This design comes from an exercise in tuning for small area on the open sky130 flow, not from production work.
In this exercise RTL edits were held to simulation tests only and were not proved equivalent to the original.
No driver is modelled on the clock port, so clocking that relies on it looks cheaper here than on a real chip.
Power is estimated from default activity; no workload was simulated.

## flow/design.v

```verilog
`timescale 1ns / 1ps
module vga_top(ClkPort, BtnR, BtnC, BtnU, BtnD,
	vga_h_sync, vga_v_sync, vga_r, vga_g, vga_b,
	An0, An1, An2, An3,
	Ca, Cb, Cc, Cd, Ce, Cf, Cg, Dp);
	input 	ClkPort;
	input 	BtnR, BtnC, BtnU, BtnD;
	output 	vga_h_sync, vga_v_sync;
	output [2:0] vga_r;
	output [2:0] vga_g;
	output [1:0] vga_b;
	output 	An0, An1, An2, An3;
	output	Ca, Cb, Cc, Cd, Ce, Cf, Cg, Dp;
	wire clk = ClkPort;
	wire rst = BtnR;
	function [7:0] coin_v;
		input [1:0] c;
		input [3:0] l;
		begin
			case ({c, l})
				{2'd0, 4'd0}: coin_v = 0;
				{2'd0, 4'd1}: coin_v = 1;
				{2'd0, 4'd2}: coin_v = 3;
				{2'd0, 4'd3}: coin_v = 7;
				{2'd0, 4'd4}: coin_v = 15;
				{2'd0, 4'd5}: coin_v = 30;
				{2'd0, 4'd6}: coin_v = 60;
				{2'd0, 4'd7}: coin_v = 120;
				{2'd0, 4'd8}: coin_v = 240;
				{2'd0, 4'd9}: coin_v = 224;
				{2'd0, 4'd10}: coin_v = 192;
				{2'd0, 4'd11}: coin_v = 128;
				{2'd1, 4'd0}: coin_v = 0;
				{2'd1, 4'd1}: coin_v = 1;
				{2'd1, 4'd2}: coin_v = 3;
				{2'd1, 4'd3}: coin_v = 7;
				{2'd1, 4'd4}: coin_v = 15;
				{2'd1, 4'd5}: coin_v = 30;
				{2'd1, 4'd6}: coin_v = 60;
				{2'd1, 4'd7}: coin_v = 120;
				{2'd1, 4'd8}: coin_v = 60;
				{2'd1, 4'd9}: coin_v = 44;
				{2'd1, 4'd10}: coin_v = 12;
				{2'd1, 4'd11}: coin_v = 128;
				{2'd2, 4'd0}: coin_v = 0;
				{2'd2, 4'd1}: coin_v = 1;
				{2'd2, 4'd2}: coin_v = 3;
				{2'd2, 4'd3}: coin_v = 7;
				{2'd2, 4'd4}: coin_v = 15;
				{2'd2, 4'd5}: coin_v = 30;
				{2'd2, 4'd6}: coin_v = 60;
				{2'd2, 4'd7}: coin_v = 120;
				{2'd2, 4'd8}: coin_v = 40;
				{2'd2, 4'd9}: coin_v = 24;
				{2'd2, 4'd10}: coin_v = 192;
				{2'd2, 4'd11}: coin_v = 128;
				default: coin_v = 0;
			endcase
		end
	endfunction
	reg [11:0] div;
	always @(posedge clk, posedge rst)
		if (rst) div <= 0;
		else div <= div + 1'b1;
	wire tick_x     = (div[8:0] == 9'h0ff);
	wire tick_fly   = (div[9:0] == 10'h1ff);
	wire tick_flash = (div[11:0] == 12'h7ff);
	reg [2:0] cx1;      
	reg [7:0] cx0;
	reg [9:0] cy;
	reg vs, de;
	wire eol = cx1[2] && cx1[0] && cx0[6] && cx0[4] && cx0[3] && cx0[1];
	always @(posedge clk, posedge rst)
		if (rst) begin
			cx1 <= 0; cx0 <= 0; cy <= 0; de <= 0;
		end else begin
			if (eol) begin
				cx1 <= 0; cx0 <= 0;
			end else if (cx0[7] && cx0[3] && cx0[2] && cx0[0]) begin    
				cx1 <= cx1 + 1'b1; cx0 <= 0;
			end else
				cx0 <= cx0 + 1'b1;
			if (cy[9] && cy[3] && cy[0]) cy <= 0;    
			else if (eol) cy <= cy + 1'b1;
			de <= (cx1 < 3'd4 || (cx1 == 3'd4 && cx0 < 8'd72)) && (cy < 480);
		end
	wire hs = (cx1 == 3'd4 && cx0 >= 8'd89) || (cx1 == 3'd5 && cx0 <= 8'd42);
	always @(posedge clk)
		vs <= (cy == 490) || (cy == 491);
	assign vga_h_sync = ~hs;
	assign vga_v_sync = ~vs;
	reg started;
	always @(posedge clk, posedge rst)
		if (rst) started <= 0;
		else started <= 1'b1;
	reg [1:0] xs;       
	reg [2:0] w1;       
	reg [7:0] w0;
	reg shc;            
	reg [1:0] os;       
	reg [31:0] lc;      
	reg [1:0] fs;       
	reg [7:0] a;        
	reg [4:0] show;
	reg flash;
	reg gz;
	reg [3:0] d0, d1, d2;
	reg th;
	reg [3:0] sc0, sc1, sc2, sc3, sc4;
	reg [3:0] lf;
	reg pend;
	wire q_Lose = (os == 2'd2);
	wire q_Initial = (os == 2'd0);
	wire lo2 = (w1 <= 3'd1);
	wire [7:0] thr = lo2 ? 8'd136 : 8'd128;
	wire h = (w0 >= thr);
	wire [2:0] icx = 3'd7 - w1 - h;           
	wire [2:0] ic = (icx >= 3'd5) ? icx - 3'd5 : icx;
	wire adv = (w0 == thr);                   
	wire at230 = (w0 == thr + 8'd1);
	always @(posedge clk, posedge rst)
		if (rst) begin
			xs <= 0; shc <= 0;
		end else if (tick_x) case (xs)
			2'd0: if (BtnC) xs <= 2'd1;
			2'd1: begin
				if (q_Lose) xs <= 2'd2;
				shc <= at230;
			end
			default: if (BtnD) xs <= 2'd0;
		endcase
	always @(posedge clk)
		if (!started || (tick_x && xs == 2'd0)) begin
			w1 <= 3'd0; w0 <= 8'd69;
		end else if (tick_x && xs == 2'd1) begin
			if (w1 == 3'd0 && w0 == 8'd8) begin
				w1 <= 3'd4; w0 <= 8'd141;
			end else if (w0 == 8'd0) begin
				w1 <= w1 - 1'b1; w0 <= 8'd141;
			end else
				w0 <= w0 - 1'b1;
		end
	wire restart = tick_x && (xs == 2'd0) && (ic != 3'd2);
	wire step = tick_x && (xs == 2'd1) && adv;
	wire chg = restart || step;
	wire [2:0] icw = restart ? 3'd4 : (ic >= 3'd2) ? ic - 3'd2 : ic + 3'd3;
	wire rise = restart ? 1'b0 : ((ic == 3'd0) || (ic == 3'd2));
	always @(posedge clk, posedge rst)
		if (rst) begin
			lf <= 0; pend <= 0;
		end else begin
			pend <= chg & rise;
			if (pend) lf <= (lf[3] && lf[1] && lf[0]) ? 4'd0 : lf + 1'b1;    
		end
	always @(posedge clk) begin
		if (!started || (chg && icw == 3'd0)) sc0 <= lf;
		if (!started || (chg && icw == 3'd1)) sc1 <= lf;
		if (!started || (chg && icw == 3'd2)) sc2 <= lf;
		if (!started || (chg && icw == 3'd3)) sc3 <= lf;
		if (!started || (chg && icw == 3'd4)) sc4 <= lf;
	end
	wire fly = tick_fly && (fs == 2'd1) && !q_Lose;
	wire a_up = fly && BtnU && (a != 8'd1);                  
	wire a_dn = fly && !a_up && BtnD && (a != 8'd155);
	always @(posedge clk)
		if (!started || (tick_fly && fs == 2'd0)) a <= 8'd55;
		else a <= a + {{7{a_up}}, a_up | a_dn};
	always @(posedge clk, posedge rst)
		if (rst) fs <= 0;
		else if (tick_fly) case (fs)
			2'd0: if (BtnC) fs <= 2'd1;
			2'd1: if (q_Lose) fs <= 2'd2;
			default: if (BtnC) fs <= 2'd0;
		endcase
	function ycond;
		input [2:0] j;
		input [7:0] a;
		case (j)
			3'd0: ycond = (a >= 83 || a <= 12);
			3'd1: ycond = (a >= 76 || a <= 25);
			3'd2: ycond = (a >= 88 || a <= 37);
			3'd3: ycond = (a >= 83 || a <= 27);
			default: ycond = (a >= 93 || a <= 20);
		endcase
	endfunction
	wire hup = lo2 ? (w0 >= 8'd97) : (w0 >= 8'd89);
	wire hlo = (w1 <= 3'd2) ? (w0 <= 8'd33) : (w0 <= 8'd25);
	wire [2:0] jx = 3'd7 - w1 - hup;          
	wire hit = (hup || hlo) && ycond((jx >= 3'd5) ? jx - 3'd5 : jx, a);
	wire lose_exit = BtnC && !lc[31] && lc[30:0] >= 1600;
	wire [31:0] lcc;       
	assign lcc[0] = 1'b1;
	genvar gi;
	generate for (gi = 1; gi < 32; gi = gi + 1) begin : lcinc
		assign lcc[gi] = lcc[gi-1] & lc[gi-1];
	end endgenerate
	always @(posedge clk)
		lc <= (lc ^ lcc) & {32{q_Lose && !lose_exit}};
	always @(posedge clk, posedge rst)
		if (rst) os <= 0;
		else case (os)
			2'd0: if (BtnC) os <= 2'd1;
			2'd1: if (hit) os <= 2'd2;
			default: if (lose_exit) os <= 2'd0;
		endcase
	wire cnear = lo2 ? (w0 >= 8'd138) : (w0 >= 8'd130);
	wire cfar = (w1 <= 3'd2) ? (w0 <= 8'd33) : (w0 <= 8'd25);
	reg [6:0] yc;
	wire [7:0] cdiff = a - {1'b0, yc} + 8'd4;
	wire ccond = (cnear || cfar) && (cdiff <= 8'd9);
	always @(posedge clk)
		gz <= ccond;
	always @(posedge clk, posedge rst)
		if (rst) begin
			d0 <= 0; d1 <= 0; d2 <= 0; th <= 0;
		end else begin
			if (ccond && !gz && started) begin
				if (th && d1[1] && d0[1] && d0[0]) begin    
					th <= 0; d1 <= 0; d0 <= 0;
				end else if (!(d0[3] && d0[0])) d0 <= d0 + 1'b1;    
				else begin
					d0 <= 0;
					if (!(d1[3] && d1[0])) d1 <= d1 + 1'b1;
					else begin
						d1 <= 0;
						if (!(d2[3] && d2[0])) d2 <= d2 + 1'b1;
						else begin
							d2 <= 0; th <= 1;
						end
					end
				end
			end
		end
	always @(posedge clk, posedge rst)
		if (rst) show <= 0;
		else if (tick_x) begin
			if (shc) show <= {show[0], show[4], 1'b1, show[2], show[1]};
			else begin
				show <= q_Initial ? 5'b0 : show;
				if (gz) show[0] <= 1'b0;
			end
		end
	always @(posedge clk, posedge rst)
		if (rst) flash <= 0;
		else if (tick_flash) flash <= q_Lose ? ~flash : 1'b0;
	wire [8:0] dx = {1'b0, w0} - {1'b0, cx0};
	wire bx = dx[8];
	wire [7:0] rx = bx ? dx[7:0] + 8'd142 : dx[7:0];
	wire [3:0] cxb = {1'b0, cx1} + bx;
	wire mpos = ({1'b0, w1} > cxb);
	wire pipe_x = mpos ? (rx <= 8'd61) : (rx >= 8'd8) && (rx <= 8'd69);
	wire coin_x = mpos ? (rx >= 8'd41) && (rx <= 8'd61) : (rx >= 8'd49) && (rx <= 8'd69);
	wire [3:0] jt = {1'b0, cx1} + bx + 4'd5 - w1;
	wire [2:0] pj = (jt >= 4'd5) ? jt - 4'd5 : jt;
	wire [3:0] kt = {1'b0, cx1} + bx + h + 4'd3;
	wire [2:0] kk = (kt >= 4'd10) ? kt - 4'd10 : (kt >= 4'd5) ? kt - 4'd5 : kt;
	reg pyc;
	always @(*)
		case (pj)
			3'd0: pyc = (cy <= 50 || cy >= 350);
			3'd1: pyc = (cy <= 100 || cy >= 320);
			3'd2: pyc = (cy <= 150 || cy >= 370);
			3'd3: pyc = (cy <= 110 || cy >= 350);
			default: pyc = (cy <= 80 || cy >= 390);
		endcase
	wire Pipe = pipe_x && pyc;
	wire [2:0] tj = coin_x ? pj : ic;
	reg [3:0] kl;
	always @(*)
		if (coin_x && kk == 3'd2) kl = lf;
		else case (tj)
			3'd0: kl = sc0;
			3'd1: kl = sc1;
			3'd2: kl = sc2;
			3'd3: kl = sc3;
			default: kl = sc4;
		endcase
	reg [9:0] kb;
	reg [1:0] kc;
	always @(*)
		case (tj)
			3'd0: begin kb = 10'd60; kc = 2'd0; end
			3'd1: begin kb = 10'd110; kc = 2'd1; end
			3'd2: begin kb = 10'd160; kc = 2'd1; end
			3'd3: begin kb = 10'd120; kc = 2'd2; end
			default: begin kb = 10'd90; kc = 2'd0; end
		endcase
	wire [9:0] ky = cy | {10{~coin_x}};
	wire [10:0] kdiff = {1'b0, ky} - {1'b0, kb} - {3'b0, coin_v(kc, kl)};
	always @(posedge clk)
		if (!coin_x) yc <= ~kdiff[8:2];
	wire Coin = coin_x && show[kk] && (kdiff <= 11'd20);
	wire [7:0] bdy = cy[9:2] - a;
	wire Bird = (cx1 == 3'd1) && (cx0 >= 8'd88) && (cx0 <= 8'd107) && (bdy <= 8'd4);
	reg rr, gg, bb;
	always @(posedge clk) begin
		rr <= Bird & de;
		gg <= Pipe & de;
		bb <= (flash | Coin) & de;
	end
	assign vga_r = {rr, rr, rr};
	assign vga_g = {gg, gg, gg};
	assign vga_b = {bb, bb};
	wire [1:0] scan = div[8:7];
	assign An0 = !(scan == 2'd0);
	assign An1 = !(scan == 2'd1);
	assign An2 = !(scan == 2'd2);
	assign An3 = !(scan == 2'd3);
	reg [3:0] digit;
	always @(*)
		case (scan)
			2'd0: digit = d0;
			2'd1: digit = d1;
			2'd2: digit = d2;
			default: digit = 4'd0;
		endcase
	wire [3:0] x = digit;
	wire [6:0] seg;
	assign seg[6] = (!x[3] && !x[2] && !x[1] && x[0]) || (x[2] && !x[1] && !x[0]);    
	assign seg[5] = (x[2] && !x[1] && x[0]) || (x[2] && x[1] && !x[0]);               
	assign seg[4] = !x[2] && x[1] && !x[0];                                           
	assign seg[3] = (x[2] && !x[1] && !x[0]) || (x[2] && x[1] && x[0]) ||
		(!x[3] && !x[2] && !x[1] && x[0]);                                            
	assign seg[2] = x[0] || (x[2] && !x[1]);                                          
	assign seg[1] = (!x[2] && x[1]) || (x[1] && x[0]) || (!x[3] && !x[2] && x[0]);    
	assign seg[0] = (!x[3] && !x[2] && !x[1]) || (x[2] && x[1] && x[0]);              
	assign {Ca, Cb, Cc, Cd, Ce, Cf, Cg, Dp} = {seg, 1'b1};
endmodule
```

## flow/flow/run.sh

```bash
#!/bin/bash
# Own layout flow: the standard ORFS flow (standard.sh) with changes that
# only affect how the layout is made:
#  - synthesis maps all logic, adders included, with an area-oriented ABC
#    script (flow/abc_area.script) instead of first mapping adders to
#    half/full-adder cells; yosys's own passes, and so the registers, are
#    those of the standard synthesis;
#  - ports are buffered with the smallest buffer;
#  - clock tree synthesis uses clkbuf_8 buffers and no dummy loads, and then
#    (flow/post_cts.tcl) leaf buffers that drive at most 9 flip-flops are
#    downsized to clkbuf_4.
# Each tool's output stays in orfs/logs; make's own output goes to flow_make.log.
set -euo pipefail
here=$(pwd)
rm -rf "$here/scripts_local"
cp -r "$FLOW_HOME/scripts" "$here/scripts_local"
cp "$here/flow/abc_area.script" "$here/scripts_local/abc_area.script"
bash "$here/standard.sh" "SCRIPTS_DIR=$here/scripts_local" \
	"ADDER_MAP_FILE=" "MIN_BUF_CELL_AND_PORTS=sky130_fd_sc_hd__buf_1 A X" \
	"BUFFER_PORTS_ARGS=-buffer_cell sky130_fd_sc_hd__buf_1" \
	"CTS_ARGS=-sink_clustering_enable -repair_clock_nets -dont_use_dummy_load -sink_clustering_size 30 -sink_clustering_max_diameter 100 -buf_list sky130_fd_sc_hd__clkbuf_8" \
	"POST_CTS_TCL=$here/flow/post_cts.tcl" "CLK_DOWNSIZE_FANOUT=9" \
	finish > "$here/flow_make.log" 2>&1
```

## flow/flow/abc_area.script

```
strash
&get -n
&deepsyn -T 180
&put
dch -f
amap
topo
```

## flow/flow/post_cts.tcl

```tcl
# Clock tree leaf buffers that drive only a few flip-flops are downsized to
# clkbuf_4, which keeps their clock pins' slew well inside the limit; then
# the placement is legalized again.
set n 0
foreach inst [get_cells clkbuf_*] {
  if {[get_property $inst ref_name] != "sky130_fd_sc_hd__clkbuf_8"} { continue }
  set o [get_pins -of_objects $inst -filter "direction==output"]
  set loads [expr {[llength [get_pins -of_objects [get_nets -of_objects $o]]] - 1}]
  set leaf 1
  foreach p [get_pins -of_objects [get_nets -of_objects $o]] {
    if {[get_property $p direction] == "input" && [string match "clkbuf_*" [get_full_name [get_cells -of_objects $p]]]} { set leaf 0 }
  }
  if {$leaf && $loads <= $::env(CLK_DOWNSIZE_FANOUT)} {
    puts "downsizing [get_full_name $inst] ($loads loads)"
    replace_cell $inst sky130_fd_sc_hd__clkbuf_4
    incr n
  }
}
puts "downsized $n clock buffers"
if {$n > 0} { detailed_placement }
```

## flow/standard.sh

```bash
#!/bin/bash
# synth_recipe.tcl (not shown) runs the flow's synth.tcl, then flattens the netlist and writes it again
# the make line also repeats each setting of config.mk as NAME=value (left out here)
make -C /OpenROAD-flow-scripts/flow DESIGN_CONFIG=/design/flow/config.mk WORK_HOME=/design/flow/orfs CLKGATE_MAP_FILE= SYNTH_SCRIPT=/design/flow/synth_recipe.tcl "${@:-finish}"
```

## flow/config.mk

```make
export PLATFORM = sky130hd
export DESIGN_NAME = vga_top
export DESIGN_NICKNAME = vga_top
export VERILOG_FILES = /design/flow/design.v
export SDC_FILE = /design/flow/constraint.sdc
export NUM_CORES = 4
export LEC_CHECK = 0
export ABC_AREA = 1
export CAP_MARGIN = 20
export CORE_MARGIN = 2
export CORE_UTILIZATION = 40
export PLACE_DENSITY = 0.6
export SLEW_MARGIN = 20
```

## flow/constraint.sdc

```tcl
create_clock -name core_clock -period 20.0 [get_ports {ClkPort}]
set_input_delay 4.0000 -clock core_clock [delete_from_list [all_inputs] [get_ports {ClkPort}]]
set_output_delay 4.0000 -clock core_clock [all_outputs]
set_load 0.01 [all_outputs]
```

==> notes.md <==
* Status: timing/DRC/antenna clean
* Fillers at approximately 2,100
* CTS tree: built
* R2R Setup Slk at about 9.5 ns
* DRC at 0
* Synthesized flop and latch total at 149
* IO Port Bufs at 25
* WL final at 21,000 um
* Top_reg_cell synth: dfrtp_1
* All-Layer GR Usage at around 20%
* Slowest cell on the critical path: a31oi_1
* Core area at roughly 20,000 sq um
* Gr busiest metal: met2
* Post-Place Setup Slack at between 9 and 10 ns
* Synth warn at 1
* Clock latency (worst-skew pair) at roughly 0.45 ns
* Vias in the first global route at roughly 7,200
* Sink Count at 149
* Worst IR drop on VDD at between 0.03 and 0.04 mV
* Fin crit share at 52.5%
* Post-Syn Instances at roughly 1,100
* Hold slack at about 0.46 ns
* Largest stage delay, worst path at ~0.54 ns
* Worst r2r path cells at 57
* CTS clk-pin slew, worst paths at around 0.1 ns
* Final critical path time including I/O delays and setup at 10.49 ns
* Nets at ~1,100
* Post-DR vias/cell at approximately 5.5
* Grt ovf at 0
* Antenna viol nets, final at 0
* Post-synth EDFFs at 27
* Delay-heaviest family, CP: compound AO/OA/AOI/OAI gates
* Leak pwr at ~3.2 nW
* Area grow syn2layout at 7.23%
* Min setup slack post-route at 9.51 ns
* Hold path cells at 1
* Max cap viols at 0
* First-pass GRT wire length at between 30,000 and 40,000 um
* Final Skew at around 0.036 ns
* DP HPWL at 16,100 um
* Met1 Use GR at between 20% and 30%
* GRT met2 Usage at a little under a third
* DR vias at 7,771
* Worst reg2reg path endpoint: bb
* Antenna fix cells at 0
* DP Area at approximately 8700 sq um
* FMAX at between 90 and 100 MHz
* CP startpoint kind: flip-flop
* Drt wl/cell at approximately 15 um
* Critical Path RT at between 20 and 25 ns
* Hold WC Path Type: reg2reg
* Layout cell share with drive strength beyond 1 at ~1.8%
* Actual slew at the worst max-slew pin at roughly 1.0 ns
* Pins Over Slew Limit at 0
* Met3 Track Usage GR at 3.93%
* Syn Area/Cell at 7.52 sq um
* CP bufs+invs at 7
* Sequential-to-total area share from yosys stat at 43.2%
* RSZ-0062 raised after global routing: no
* Die H at 148 um
* Initial antenna violation count at 0
* DRT iter0 DRCs at approximately 540
* RR Startpoint: cx0[2]
* Post-Syn Area at between 8000 and 9000 sq um
* Area occupied by registers at 3580 sq um
* Hold worst-path end: lc[0]
* Crit path max fanout at 21
* HP Start: lc[0]
* Io pins at 27
* FP Rows at 52
* Crit end category: flip-flop
* Setup violators final at 0
* Fin. Hold Viols at 0
* Async SR Flop Fraction at between 40 and 50%
* First-pass DRT Iterations at 7
* Design area at 8900 sq um
* CP arrival at 10.82 ns
* Worst path most repeated cell: nor2_1
* Crit path depth at 57
* Worst Setup Path Type: reg2reg
* Die W at about 150 um
* Largest net degree at the start of global routing at 67
* Synth unique cells at between 50 and 60
* Pwr dens at about 55 nW/um^2
* Slew headroom at between 20% and 30%
* Final GP Congestion at a little over 0.9
* Initial core utilization at between 40% and 50%
* Die ar. at 21,900 sq um
* Setup TNS at 0 ns
* Area of the multi-input gates at 4070 sq um
cell type report:
type,count,share of cell area (%)
Multi-Input combinational cell,782,45.7
Sequential cell,149,40.3
Inverter,165,6.96
Tap cell,270,3.79
Clock buffer,17,2.07
Timing Repair Buffer,27,1.22
Yosys cell counts (5+ instances only):
| library cell | number | area share [%] |
|---|---|---|
| nand3_1 | 15 | 0.90 |
| nor3_1 | 48 | 2.9 |
| a211oi_1 | 29 | 2.6 |
| a2111oi_0 | 5 | 0.53 |
| o22ai_1 | 38 | 2.9 |
| o32ai_1 | 7 | 0.74 |
| nor2_1 | 238 | 11 |
| o221ai_1 | 11 | 1.2 |
| clkinv_1 | 165 | 7.5 |
| and3_1 | 9 | 0.68 |
| o21a_1 | 21 | 1.9 |
| nand4_1 | 9 | 0.68 |
| or3_1 | 7 | 0.53 |
| dfxtp_1 | 56 | 14 |
| nor4_1 | 6 | 0.45 |
| buf_1 | 9 | 0.41 |
| a221oi_1 | 11 | 1.2 |
| nor2b_1 | 5 | 0.38 |
| a21oi_1 | 65 | 3.9 |
| dfrtp_1 | 66 | 20 |
| edfxtp_1 | 27 | 9.8 |
| or4_1 | 6 | 0.54 |
| a31oi_1 | 15 | 1.1 |
| o21ai_0 | 92 | 5.5 |
| nand2_1 | 88 | 4.0 |
flip-flops by register name, indices dropped and copies added, names as in the netlist, 5 cells and up:
register	count
show	5
a	8
w0	8
cy	10
yc	7
lc	32
cx0	8
div	12
worst register-to-register path, delay by kind of cell (launching register included):
family | cells | cell delay (ns)
AOI/OAI and AO/OA | 29 | 5.90
buffers and inverters | 7 | 1.20
DFF | 1 | 0.43
and+or+nand+nor | 21 | 2.86
how the worst max path moves through the flow:
stage / from / endpoint / slack (ns)
after floorplan: cx0[2] / bb / 9.84
after global placement: cx0[2] / bb / 10.05
after detailed placement: cx0[2] / bb / 9.70
after global routing: cx0[2] / bb / 8.14
final: cx0[2] / bb / 9.51
stage by stage:
stage	cells	util (%)	total power [W]
detailed placement	1393	42.9	0.000341
floorplan	1105	-	0.000336
global route	1410	43.9	0.000511
global placement	1393	42.9	0.000342
finish	1410	43.9	0.000490
cells in the final DEF (no fill, tap or decap), types with 11 or more instances in the layout:
cell	count
nor2_1	238
dfrtp_1	66
buf_1	25
nand2_1	88
a31oi_1	15
a211oi_1	29
clkinv_1	164
edfxtp_1	27
o22ai_1	38
o21ai_0	91
nand3_1	15
o21a_1	21
a21oi_1	65
dfxtp_1	56
a221oi_1	11
nor3_1	48
o221ai_1	11
where the power goes:
| group | switching [W] | total, W | internal (W) |
|---|---|---|---|
| sequential | 0.00000238 | 0.000314 | 0.000311 |
| clock | 0.0000966 | 0.000155 | 0.0000584 |
| combinational | 0.0000145 | 0.0000215 | 0.00000696 |
| total | 0.000114 | 0.000490 | 0.000377 |
metal layers:
metal	wire length, um	up-vias	share of wire, %
li1	-	4010	-
met1	9850	3517	47
met2	9580	210	46
met3	1170	34	5.6
met4	410	0	2.0
met5	0	-	0
kinds of logic (layout without fill, tap and decap cells):
logic type             after synthesis  after routing  share of synthesized area, %
DFF                                149            149                          43.2
buffers and inverters              174            209                          7.87
and+or+nand+nor                    441            441                          22.6
other                                1              2                        0.0452
AOI/OAI and AO/OA                  339            339                          26.3

## re-timing with driven ports
In the flow no input, the clock included, has a driving cell. The finished layout below was timed again as built, in two steps.
Step 1, drivers: a clkbuf_16 drives ClkPort and a buf_2 each remaining input, both assumed.
Step 2 moves the port delays by t, midway between the first and last clock arrival at a register: inputs arrive t later, outputs are due t later. That takes back most of the time a late clock gives input paths.
Three values: ideal ports, drivers, drivers and shift; two values: the first two.
t (ns): 0.471
slack for setup (ns): 9.505 / 9.505 / 9.505
worst setup path after step 2: register to register
latest minus earliest clock arrival (ns): 0.036 / 0.036
pins driven straight from the clock port: 1
After both steps this run still meets setup and hold. For this run, drivers alone change the setup slack by 0.000 ns; drivers and shift together by 0.000 ns.
